This is an optimization exercise on Yosys and OpenROAD, whose aim is small area, not a production implementation. The RTL was checked by simulation tests, not by an equivalence proof against the original design. No driver is modelled on the clock port, so clocking that relies on it looks cheaper here than on a real chip.

==> garnet: inputs <==
## uart_main
module uart_main(
        input             sys_clk,
        input             rst,
        input [3:0]       key,
        input             UART_RX,
        input             SPI_MISO,
        output wire [3:0] scathod,
        output wire [6:0] ssegment,
        output wire [3:0] led,
        output wire       UART_TX,
        output wire       SPI_SCK,
        output wire       SPI_MOSI,
        output wire       SPI_SS
);
export LEC_CHECK = 0
export CAP_MARGIN = 20
export CORE_MARGIN = 2
export CORE_UTILIZATION = 60
export SLEW_MARGIN = 20
export SYNTH_MEMORY_MAX_BITS = 4096
create_clock -name core_clock -period 10.0 [get_ports {sys_clk}]
standard.sh (not shown) runs the stock make flow with config.mk's settings and CLKGATE_MAP_FILE= SYNTH_SCRIPT=/design/flow/synth_recipe.tcl, a recipe that flattens the netlist after the stock synthesis.
==> flow/flow/run.sh <==
#!/bin/bash
# Own layout flow: the standard ORFS flow (standard.sh) with five changes.
#  1. Synthesis is synth_recipe.tcl unchanged except that Yosys's abc call uses
#     flow/area.abc, an area-oriented logic mapping script, instead of ORFS's speed
#     script. Registers are mapped before abc, so they keep their names and cells.
#  2. CTS runs without dummy loads (-dont_use_dummy_load), with clkbuf_8 buffers.
#  3. Ports are buffered (as the standard flow does) with sky130_fd_sc_hd__buf_1.
#  4. No adder extraction before abc (ADDER_MAP_FILE empty): abc maps the adders
#     together with the rest of the logic.
#  5. After CTS, flow/leafsize.tcl downsizes clock buffers (smallest fanout first)
#     as long as every flip-flop clock pin keeps a slew of at most 115 ps
#     (placement parasitics); the flow then goes on from the resized CTS result.
# Each tool's output goes to the ORFS logs under orfs/logs; make's output to flow.log.
set -euo pipefail
W=$(pwd)
F=$W/flow
{
  printf 'proc abc {args} {\n'
  printf '  set i [lsearch $args -script]\n'
  printf '  set args [lreplace $args $i [expr {$i + 1}] -script %s]\n' "$F/area.abc"
  printf '  yosys abc {*}$args\n'
  printf '}\n'
  cat "$W/synth_recipe.tcl"
} > "$W/area_synth.tcl"
sed -e "s#$W/synth_recipe.tcl#$W/area_synth.tcl#g" -e 's#^make -C \(.*\) "\${@:-finish}"$#make -C \1 ADDER_MAP_FILE= "${@:-finish}"#' "$W/standard.sh" > "$W/area_standard.sh"
grep -q "ADDER_MAP_FILE= " "$W/area_standard.sh"
grep -q area_synth.tcl "$W/area_standard.sh"
export CTS_ARGS="-sink_clustering_enable -repair_clock_nets -dont_use_dummy_load -buf_list sky130_fd_sc_hd__clkbuf_8"
export BUFFER_PORTS_ARGS="-buffer_cell sky130_fd_sc_hd__buf_1"
bash "$W/area_standard.sh" cts > "$W/flow_to_cts.log" 2>&1
R=$W/orfs/results/sky130hd/uart_main/base
CTS_RESULTS=$R openroad -no_init -no_splash -exit "$F/leafsize.tcl" > "$W/leafsize.log" 2>&1
cp "$R/4_1_cts.odb" "$R/4_cts.odb"
touch "$R/4_cts.sdc"
bash "$W/area_standard.sh" > "$W/flow.log" 2>&1
==> flow/flow/area.abc <==
strash; &get -n; &st; &deepsyn -I 5 -J 20 -S 1; &dch -f; &nf -R 1000; &put
==> flow/flow/leafsize.tcl <==
# Downsize clock-tree buffers after CTS while every flip-flop clock pin keeps a slew
# (placement parasitics) at or below SLEW_CAP. Reads and rewrites the CTS result.
set P $::env(FLOW_HOME)/platforms/sky130hd
set R $::env(CTS_RESULTS)
read_lef $P/lef/sky130_fd_sc_hd.tlef
read_lef $P/lef/sky130_fd_sc_hd_merged.lef
read_liberty $P/lib/sky130_fd_sc_hd__tt_025C_1v80.lib
read_db $R/4_1_cts.odb
read_sdc $R/4_cts.sdc
source $P/setRC.tcl
set slew_cap 0.115
proc worst_ck {} {
  estimate_parasitics -placement
  set worst 0
  foreach p [get_pins -hierarchical */CLK] {
    set s [get_property $p slew_max]
    if {$s > $worst} {set worst $s}
  }
  return $worst
}
set w0 [worst_ck]
puts "leafsize: start worst clock-pin slew $w0"
set cands {}
foreach inst [get_cells clkbuf_*_sys_clk] {
  set out [get_pins -of_objects $inst -filter "direction==output"]
  set n [llength [get_pins -of_objects [get_nets -of_objects $out] -filter "direction==input"]]
  lappend cands [list $n [get_full_name $inst]]
}
set cands [lsort -integer -index 0 $cands]
set saved 0
foreach c $cands {
  set name [lindex $c 1]
  set inst [get_cells $name]
  set orig [get_property $inst ref_name]
  foreach size {sky130_fd_sc_hd__clkbuf_2 sky130_fd_sc_hd__clkbuf_4} {
    if {$size eq $orig} break
    replace_cell $inst $size
    set w [worst_ck]
    if {$w <= $slew_cap} {
      puts "leafsize: $name fanout [lindex $c 0] $orig -> $size (worst $w)"
      break
    }
    replace_cell $inst $orig
  }
}
puts "leafsize: end worst clock-pin slew [worst_ck]"
report_design_area
write_db $R/4_1_cts.odb
==> fjord: changes against garnet <==
--- a/flow/design.v
+++ b/flow/design.v
@@ -1,28 +1,29 @@
 module chatter_button
 (
         input       i_sys_clk,
         input       i_rst,
         input       i_key,
         output wire o_signal
 );
+reg PB_sync_0;
 reg PB_sync_1;
 reg PB_state;
-localparam [12:0] INV = 13'h0AAA;
-reg  [12:0] PB_cnt_q;
-wire [12:0] PB_cnt = PB_cnt_q ^ INV;
+reg [12:0] PB_cnt;
 wire PB_cnt_max = (PB_cnt == 13'h1BA4);
-wire PB_clear = (PB_sync_1 == PB_state) || PB_cnt_max;
-wire [12:0] PB_cnt_next = PB_clear ? 13'd0 : {PB_cnt[11:0], ~(PB_cnt[12] ^ PB_cnt[11])};
 assign o_signal = PB_state;
-reg PB_sync_0_n;
-always @(posedge i_sys_clk) PB_sync_0_n <= ~(i_rst ? 1'b0 : i_key);
-always @(posedge i_sys_clk) PB_sync_1 <= i_rst ? 1'b0 : ~PB_sync_0_n;
+always @(posedge i_sys_clk) PB_sync_0 <= i_rst ? 1'b0 : i_key;
+always @(posedge i_sys_clk) PB_sync_1 <= i_rst ? 1'b0 : PB_sync_0;
 always @(posedge i_sys_clk)
-        PB_cnt_q <= PB_cnt_next ^ INV;
+begin
+        if (PB_sync_1 == PB_state || PB_cnt_max)
+                PB_cnt <= 13'd0;
+        else
+                PB_cnt <= {PB_cnt[11:0], ~(PB_cnt[12] ^ PB_cnt[11])};
+end
 always @(posedge i_sys_clk)
 begin
         if (i_rst)
                 PB_state <= 1'b0;
         else if (PB_sync_1 != PB_state && PB_cnt_max)
                 PB_state <= ~PB_state;
 end
@@ -31,32 +32,30 @@
 (
         input            i_sys_clk,
         input            i_rst,
         input [15:0]     i_digit,
         output wire [3:0] o_scathod,
         output reg [6:0] o_ssegment
 );
-localparam [12:0] INV = 13'h0AAA;
-reg [12:0] lf_q;
-wire [12:0] lf = lf_q ^ INV;
+reg [12:0] lf;
 reg [1:0]  dsel;
 reg        run;
 wire       lf_end = (lf == 13'h1BA4);
 wire [13:0] cnt = {dsel, 12'd0};
 always @(posedge i_sys_clk)
 begin
         if (i_rst)
         begin
-                lf_q <= 13'h1BA4 ^ INV;
+                lf   <= 13'h1BA4;
                 dsel <= 2'd3;
                 run  <= 1'b0;
         end
         else
         begin
-                lf_q <= (lf_end ? 13'd0 : {lf[11:0], ~(lf[12] ^ lf[11])}) ^ INV;
+                lf   <= lf_end ? 13'd0 : {lf[11:0], ~(lf[12] ^ lf[11])};
                 if (lf_end)
                         dsel <= dsel + 2'd1;
                 run  <= 1'b1;
         end
 end
 assign o_scathod = {~run | (cnt[13:12] != 2'd0),
                     ~run | (cnt[13:12] != 2'd1),
@@ -123,20 +122,18 @@
 reg  [3:0]  bc;
 reg  [7:0]  sr;
 reg  [15:0] crc;
 reg  [7:0]  len;
 reg  [7:0]  adr;
 reg  [7:0]  i;
 reg         rd, mem, cok, ahok;
-reg         inited;
-wire        c0 = i[7];   
+reg         c0, inited;
 reg         ss_n, sck, txr;
-reg         rx0_n, rx1;    
-reg  [3:0]  led_n;    
-wire [3:0]  led_r = ~led_n;
+reg         rx0, rx1;
+reg  [3:0]  led_r;
 reg  [15:0] dig;
 reg  [3:0]  sh_led;
 reg  [7:0]  sh_dh, sh_dl;
 wire [3:0] kst;
 wire is_rx  = (ph[4:3] == 2'b00);
 wire is_tx  = (ph[4:3] == 2'b01);
 wire is_spi = ph[4];
@@ -167,23 +164,22 @@
 always @(*)
 begin
         case (ph[2:0])
         3'd0: txb = {rd, 6'b0, mem};
         3'd1: txb = len;
         3'd2: txb = 8'h49;
         3'd3: txb = adr;
-        3'd4: txb = regdata;
+        3'd4: txb = mem ? srr : regdata;
         3'd5: txb = crc[15:8];
         3'd6: txb = crc[7:0];
         default: txb = errb;
         endcase
 end
-wire use_sr = is_rx | (ph[2:0] == 3'd4 && mem);
-wire [7:0] bsel = use_sr ? srr : txb;
-wire [2:0] bidx = bc[3] ? (is_rx ? cc[2:0] : ~cc[2:0]) : bc[2:0];
+wire [7:0] bsel = is_rx ? sr : txb;
+wire [2:0] bidx = bc[3] ? ~cc[2:0] : bc[2:0];
 wire bbit = bsel[bidx];
 wire feed = ~cc[3] & bc[3] & (is_rx ? (bc[2:0] == 3'd0)
                                     : (bc[2:0] == 3'd7 && ph[2:0] <= 3'd4 && is_tx));
 wire fb = bbit ^ crc[15];
 reg [7:0] cmdb;
 always @(*)
 begin
@@ -193,21 +189,21 @@
         default: cmdb = 8'h00;
         endcase
 end
 assign SPI_MOSI = (ph == S_CMD) ? cmdb[~bc[2:0]] : 1'b1;
 assign SPI_SCK  = sck;
 assign SPI_SS   = ss_n;
 assign UART_TX  = txr;
-assign led      = led_n;
-wire rdv = rd;          
+assign led      = ~led_r;
+wire rdv = cok & rd;    
 always @(posedge sys_clk)
 begin
         begin
-                rx0_n <= ~UART_RX;
-                rx1   <= ~rx0_n;
+                rx0 <= UART_RX;
+                rx1 <= rx0;
                 cc  <= ccn;
                 sck <= is_spi & ~bc[3] & ccn[3];
                 txr <= ~is_tx | (bc[3] ? (bc[2:0] != 3'd7) : bbit);
                 if (cc == 4'd7 && !bc[3] && !is_tx)
                         sr <= {is_spi ? SPI_MISO : rx1, sr[7:1]};
                 if (feed)
                         crc <= {crc[14:0], 1'b0} ^ (fb ? 16'h1021 : 16'h0000);
@@ -225,15 +221,15 @@
                                 bc <= 4'd9;
                         else if (bc == 4'd8 && cc == 4'd8)
                         begin
                                 bc <= 4'd9;
                                 case (ph)
                                 P_CMD:
                                 begin
-                                        rd  <= sr[7] & ~|sr[6:1];
+                                        rd  <= sr[7];
                                         mem <= sr[0];
                                         cok <= ~|sr[6:1];
                                         ph  <= P_LEN;
                                 end
                                 P_LEN:
                                 begin
                                         len <= sr;
@@ -268,15 +264,15 @@
                                 default:  
                                 begin
                                         if (!crc_bad && aok && cok)
                                         begin
                                                 if (!rd && !mem && ~|adr[7:2])
                                                 begin
                                                         if (adr[1:0] == 2'd0 && len != 8'd0)
-                                                                led_n <= ~sh_led;
+                                                                led_r <= sh_led;
                                                         if ((adr[1:0] == 2'd0 && len > 8'd1) ||
                                                             (adr[1:0] == 2'd1 && len != 8'd0))
                                                                 dig[15:8] <= sh_dh;
                                                         if ((adr[1:0] == 2'd0 && len > 8'd2) ||
                                                             (adr[1:0] == 2'd1 && len > 8'd1) ||
                                                             (adr[1:0] == 2'd2 && len != 8'd0))
                                                                 dig[7:0] <= sh_dl;
@@ -341,18 +337,20 @@
                                                 begin
                                                         ph <= S_SKIP;
                                                         i  <= 8'd0;
                                                 end
                                         end
                                         else if (!sr[0])            
                                         begin
-                                                if (c0 && sr == 8'h00)
+                                                if (!c0)
+                                                        c0 <= 1'b1;
+                                                else if (sr == 8'h00)
                                                         inited <= 1'b1;
                                                 ph <= S_CMD;
-                                                i  <= 8'h80;
+                                                i  <= 8'd0;
                                         end
                                 end
                                 S_SKIP:
                                 begin
                                         if (eqA)
                                         begin
                                                 ph <= R_DATA;
@@ -372,20 +370,22 @@
                 end
         end
         if (rst)
         begin
                 ph     <= P_CMD;
                 bc     <= 4'd9;
                 crc    <= 16'hFFFF;
+                c0     <= 1'b0;
                 inited <= 1'b0;
                 ss_n   <= 1'b1;
+                sck    <= 1'b0;
                 txr    <= 1'b1;
-                rx0_n  <= 1'b0;
+                rx0    <= 1'b1;
                 rx1    <= 1'b1;
-                led_n  <= 4'hF;
+                led_r  <= 4'd0;
                 dig    <= 16'd0;
         end
 end
 chatter_button key1(.i_sys_clk(sys_clk), .i_rst(rst), .i_key(key[0]), .o_signal(kst[0]));
 chatter_button key2(.i_sys_clk(sys_clk), .i_rst(rst), .i_key(key[1]), .o_signal(kst[1]));
 chatter_button key3(.i_sys_clk(sys_clk), .i_rst(rst), .i_key(key[2]), .o_signal(kst[2]));
 chatter_button key4(.i_sys_clk(sys_clk), .i_rst(rst), .i_key(key[3]), .o_signal(kst[3]));
==> flow/flow/run.sh (replaced) <==
#!/bin/bash
# Own layout flow: the standard ORFS flow (standard.sh) with four changes.
#  1. Synthesis is synth_recipe.tcl unchanged except that Yosys's abc call uses
#     flow/area.abc, an area-oriented logic mapping script, instead of ORFS's speed
#     script. Registers are mapped before abc, so they keep their names and cells.
#  2. CTS runs without dummy loads (-dont_use_dummy_load), with clkbuf_8 buffers.
#  3. Ports are buffered (as the standard flow does) with sky130_fd_sc_hd__buf_1.
#  4. No adder extraction before abc (ADDER_MAP_FILE empty): abc maps the adders
#     together with the rest of the logic.
# Each tool's output goes to the ORFS logs under orfs/logs; make's output to flow.log.
set -euo pipefail
W=$(pwd)
F=$W/flow
{
  printf 'proc abc {args} {\n'
  printf '  set i [lsearch $args -script]\n'
  printf '  set args [lreplace $args $i [expr {$i + 1}] -script %s]\n' "$F/area.abc"
  printf '  yosys abc {*}$args\n'
  printf '}\n'
  cat "$W/synth_recipe.tcl"
} > "$W/area_synth.tcl"
sed -e "s#$W/synth_recipe.tcl#$W/area_synth.tcl#g" -e 's#^make -C \(.*\) "\${@:-finish}"$#make -C \1 ADDER_MAP_FILE= "${@:-finish}"#' "$W/standard.sh" > "$W/area_standard.sh"
grep -q "ADDER_MAP_FILE= " "$W/area_standard.sh"
grep -q area_synth.tcl "$W/area_standard.sh"
export CTS_ARGS="-sink_clustering_enable -repair_clock_nets -dont_use_dummy_load -buf_list sky130_fd_sc_hd__clkbuf_8"
export BUFFER_PORTS_ARGS="-buffer_cell sky130_fd_sc_hd__buf_1"
bash "$W/area_standard.sh" > "$W/flow.log" 2>&1
==> flow/flow/area.abc (replaced) <==
strash; &get -n; &st; &deepsyn -J 20 -S 1; &dch -f; &nf -R 1000; &put
Settings changed: CORE_UTILIZATION 60 to 40.
removed: flow/flow/leafsize.tcl
==> violet: changes against garnet <==
--- a/flow/design.v
+++ b/flow/design.v
@@ -123,20 +123,18 @@
 reg  [3:0]  bc;
 reg  [7:0]  sr;
 reg  [15:0] crc;
 reg  [7:0]  len;
 reg  [7:0]  adr;
 reg  [7:0]  i;
 reg         rd, mem, cok, ahok;
-reg         inited;
-wire        c0 = i[7];   
+reg         c0, inited;
 reg         ss_n, sck, txr;
 reg         rx0_n, rx1;    
-reg  [3:0]  led_n;    
-wire [3:0]  led_r = ~led_n;
+reg  [3:0]  led_r;
 reg  [15:0] dig;
 reg  [3:0]  sh_led;
 reg  [7:0]  sh_dh, sh_dl;
 wire [3:0] kst;
 wire is_rx  = (ph[4:3] == 2'b00);
 wire is_tx  = (ph[4:3] == 2'b01);
 wire is_spi = ph[4];
@@ -167,23 +165,22 @@
 always @(*)
 begin
         case (ph[2:0])
         3'd0: txb = {rd, 6'b0, mem};
         3'd1: txb = len;
         3'd2: txb = 8'h49;
         3'd3: txb = adr;
-        3'd4: txb = regdata;
+        3'd4: txb = mem ? srr : regdata;
         3'd5: txb = crc[15:8];
         3'd6: txb = crc[7:0];
         default: txb = errb;
         endcase
 end
-wire use_sr = is_rx | (ph[2:0] == 3'd4 && mem);
-wire [7:0] bsel = use_sr ? srr : txb;
-wire [2:0] bidx = bc[3] ? (is_rx ? cc[2:0] : ~cc[2:0]) : bc[2:0];
+wire [7:0] bsel = is_rx ? sr : txb;
+wire [2:0] bidx = bc[3] ? ~cc[2:0] : bc[2:0];
 wire bbit = bsel[bidx];
 wire feed = ~cc[3] & bc[3] & (is_rx ? (bc[2:0] == 3'd0)
                                     : (bc[2:0] == 3'd7 && ph[2:0] <= 3'd4 && is_tx));
 wire fb = bbit ^ crc[15];
 reg [7:0] cmdb;
 always @(*)
 begin
@@ -193,16 +190,16 @@
         default: cmdb = 8'h00;
         endcase
 end
 assign SPI_MOSI = (ph == S_CMD) ? cmdb[~bc[2:0]] : 1'b1;
 assign SPI_SCK  = sck;
 assign SPI_SS   = ss_n;
 assign UART_TX  = txr;
-assign led      = led_n;
-wire rdv = rd;          
+assign led      = ~led_r;
+wire rdv = cok & rd;    
 always @(posedge sys_clk)
 begin
         begin
                 rx0_n <= ~UART_RX;
                 rx1   <= ~rx0_n;
                 cc  <= ccn;
                 sck <= is_spi & ~bc[3] & ccn[3];
@@ -225,15 +222,15 @@
                                 bc <= 4'd9;
                         else if (bc == 4'd8 && cc == 4'd8)
                         begin
                                 bc <= 4'd9;
                                 case (ph)
                                 P_CMD:
                                 begin
-                                        rd  <= sr[7] & ~|sr[6:1];
+                                        rd  <= sr[7];
                                         mem <= sr[0];
                                         cok <= ~|sr[6:1];
                                         ph  <= P_LEN;
                                 end
                                 P_LEN:
                                 begin
                                         len <= sr;
@@ -268,15 +265,15 @@
                                 default:  
                                 begin
                                         if (!crc_bad && aok && cok)
                                         begin
                                                 if (!rd && !mem && ~|adr[7:2])
                                                 begin
                                                         if (adr[1:0] == 2'd0 && len != 8'd0)
-                                                                led_n <= ~sh_led;
+                                                                led_r <= sh_led;
                                                         if ((adr[1:0] == 2'd0 && len > 8'd1) ||
                                                             (adr[1:0] == 2'd1 && len != 8'd0))
                                                                 dig[15:8] <= sh_dh;
                                                         if ((adr[1:0] == 2'd0 && len > 8'd2) ||
                                                             (adr[1:0] == 2'd1 && len > 8'd1) ||
                                                             (adr[1:0] == 2'd2 && len != 8'd0))
                                                                 dig[7:0] <= sh_dl;
@@ -341,18 +338,20 @@
                                                 begin
                                                         ph <= S_SKIP;
                                                         i  <= 8'd0;
                                                 end
                                         end
                                         else if (!sr[0])            
                                         begin
-                                                if (c0 && sr == 8'h00)
+                                                if (!c0)
+                                                        c0 <= 1'b1;
+                                                else if (sr == 8'h00)
                                                         inited <= 1'b1;
                                                 ph <= S_CMD;
-                                                i  <= 8'h80;
+                                                i  <= 8'd0;
                                         end
                                 end
                                 S_SKIP:
                                 begin
                                         if (eqA)
                                         begin
                                                 ph <= R_DATA;
@@ -372,20 +371,22 @@
                 end
         end
         if (rst)
         begin
                 ph     <= P_CMD;
                 bc     <= 4'd9;
                 crc    <= 16'hFFFF;
+                c0     <= 1'b0;
                 inited <= 1'b0;
                 ss_n   <= 1'b1;
+                sck    <= 1'b0;
                 txr    <= 1'b1;
                 rx0_n  <= 1'b0;
                 rx1    <= 1'b1;
-                led_n  <= 4'hF;
+                led_r  <= 4'd0;
                 dig    <= 16'd0;
         end
 end
 chatter_button key1(.i_sys_clk(sys_clk), .i_rst(rst), .i_key(key[0]), .o_signal(kst[0]));
 chatter_button key2(.i_sys_clk(sys_clk), .i_rst(rst), .i_key(key[1]), .o_signal(kst[1]));
 chatter_button key3(.i_sys_clk(sys_clk), .i_rst(rst), .i_key(key[2]), .o_signal(kst[2]));
 chatter_button key4(.i_sys_clk(sys_clk), .i_rst(rst), .i_key(key[3]), .o_signal(kst[3]));
==> flow/flow/run.sh (replaced) <==
#!/bin/bash
# Own layout flow: the standard ORFS flow (standard.sh) with four changes.
#  1. Synthesis is synth_recipe.tcl unchanged except that Yosys's abc call uses
#     flow/area.abc, an area-oriented logic mapping script, instead of ORFS's speed
#     script. Registers are mapped before abc, so they keep their names and cells.
#  2. CTS runs without dummy loads (-dont_use_dummy_load), with clkbuf_8 buffers.
#  3. Ports are buffered (as the standard flow does) with sky130_fd_sc_hd__buf_1.
#  4. No adder extraction before abc (ADDER_MAP_FILE empty): abc maps the adders
#     together with the rest of the logic.
# Each tool's output goes to the ORFS logs under orfs/logs; make's output to flow.log.
set -euo pipefail
W=$(pwd)
F=$W/flow
{
  printf 'proc abc {args} {\n'
  printf '  set i [lsearch $args -script]\n'
  printf '  set args [lreplace $args $i [expr {$i + 1}] -script %s]\n' "$F/area.abc"
  printf '  yosys abc {*}$args\n'
  printf '}\n'
  cat "$W/synth_recipe.tcl"
} > "$W/area_synth.tcl"
sed -e "s#$W/synth_recipe.tcl#$W/area_synth.tcl#g" -e 's#^make -C \(.*\) "\${@:-finish}"$#make -C \1 ADDER_MAP_FILE= "${@:-finish}"#' "$W/standard.sh" > "$W/area_standard.sh"
grep -q "ADDER_MAP_FILE= " "$W/area_standard.sh"
grep -q area_synth.tcl "$W/area_standard.sh"
export CTS_ARGS="-sink_clustering_enable -repair_clock_nets -dont_use_dummy_load -buf_list sky130_fd_sc_hd__clkbuf_8"
export BUFFER_PORTS_ARGS="-buffer_cell sky130_fd_sc_hd__buf_1"
bash "$W/area_standard.sh" > "$W/flow.log" 2>&1
==> flow/flow/area.abc (replaced) <==
strash; &get -n; &st; &deepsyn -J 20 -S 1; &dch -f; &nf -R 1000; &put
removed: flow/flow/leafsize.tcl
==> flow_metrics.env <==
export IMPL_status="no timing/DRC/antenna violations"
export IMPL_powerDensity_mw_per_mm2=156
export IMPL_taps=172
export IMPL_grt_pass1_vias=5706
export IMPL_pwr_share_comb_pct=8.7
export IMPL_wl_microns=18400
export IMPL_area_growth_pct=7.01
export IMPL_clkPwrFrac_pct=26.2
export IMPL_synth_fp_nets=766
export IMPL_drtPass1Iterations=6
The numbers above come from garnet.

==> flow_metrics.env <==
export IMPL_drtPass1Iterations=5
export IMPL_taps=172
export IMPL_status="no timing/DRC/antenna violations"
export IMPL_powerDensity_mw_per_mm2=156
export IMPL_area_growth_pct=7.48
export IMPL_synth_fp_nets=786
export IMPL_pwr_share_comb_pct=6.5
export IMPL_grt_pass1_vias=5925
The numbers above come from violet.

==> flow_metrics.env <==
export IMPL_synth_fp_nets=784
export IMPL_power_leader="registers"
export IMPL_pwr_share_comb_pct=5.3
export IMPL_status="no timing/DRC/antenna violations"
export IMPL_powerDensity_mw_per_mm2=150
export IMPL_wl_microns=19800
export IMPL_drtPass1Iterations=8
export IMPL_taps=265
export IMPL_grt_pass1_vias=5865
export IMPL_clkPwrFrac_pct=29.9
The numbers above come from fjord.

[separate check: timing with driven ports]
No port has a modelled driver above. Below, the same layouts with a new extraction and two added sets of constraints. Step 1 assumes that a clkbuf_16 drives the clock port and a buf_2 every other input. Step 2 also shifts input and output timing later by t, the mid clock arrival at the registers, as if the neighbouring blocks saw the same clock. Three values: no drivers, after step 1, after step 2; two values: the first two.
run | t (ns) | setup slack, ns | latest minus earliest clock arrival (ns) | slew at the worst register clock pin (ns) | pins driven straight from the clock port
garnet | 0.598 | 5.283 / 5.245 / 5.540 | 0.048 / 0.048 | 0.11 / 0.11 | 1
fjord | 0.495 | 5.417 / 5.379 / 5.778 | 0.042 / 0.042 | 0.11 / 0.11 | 1
violet | 0.479 | 4.968 / 4.930 / 5.409 | 0.032 / 0.032 | 0.10 / 0.10 | 1
After both steps setup and hold are still met in every run listed.
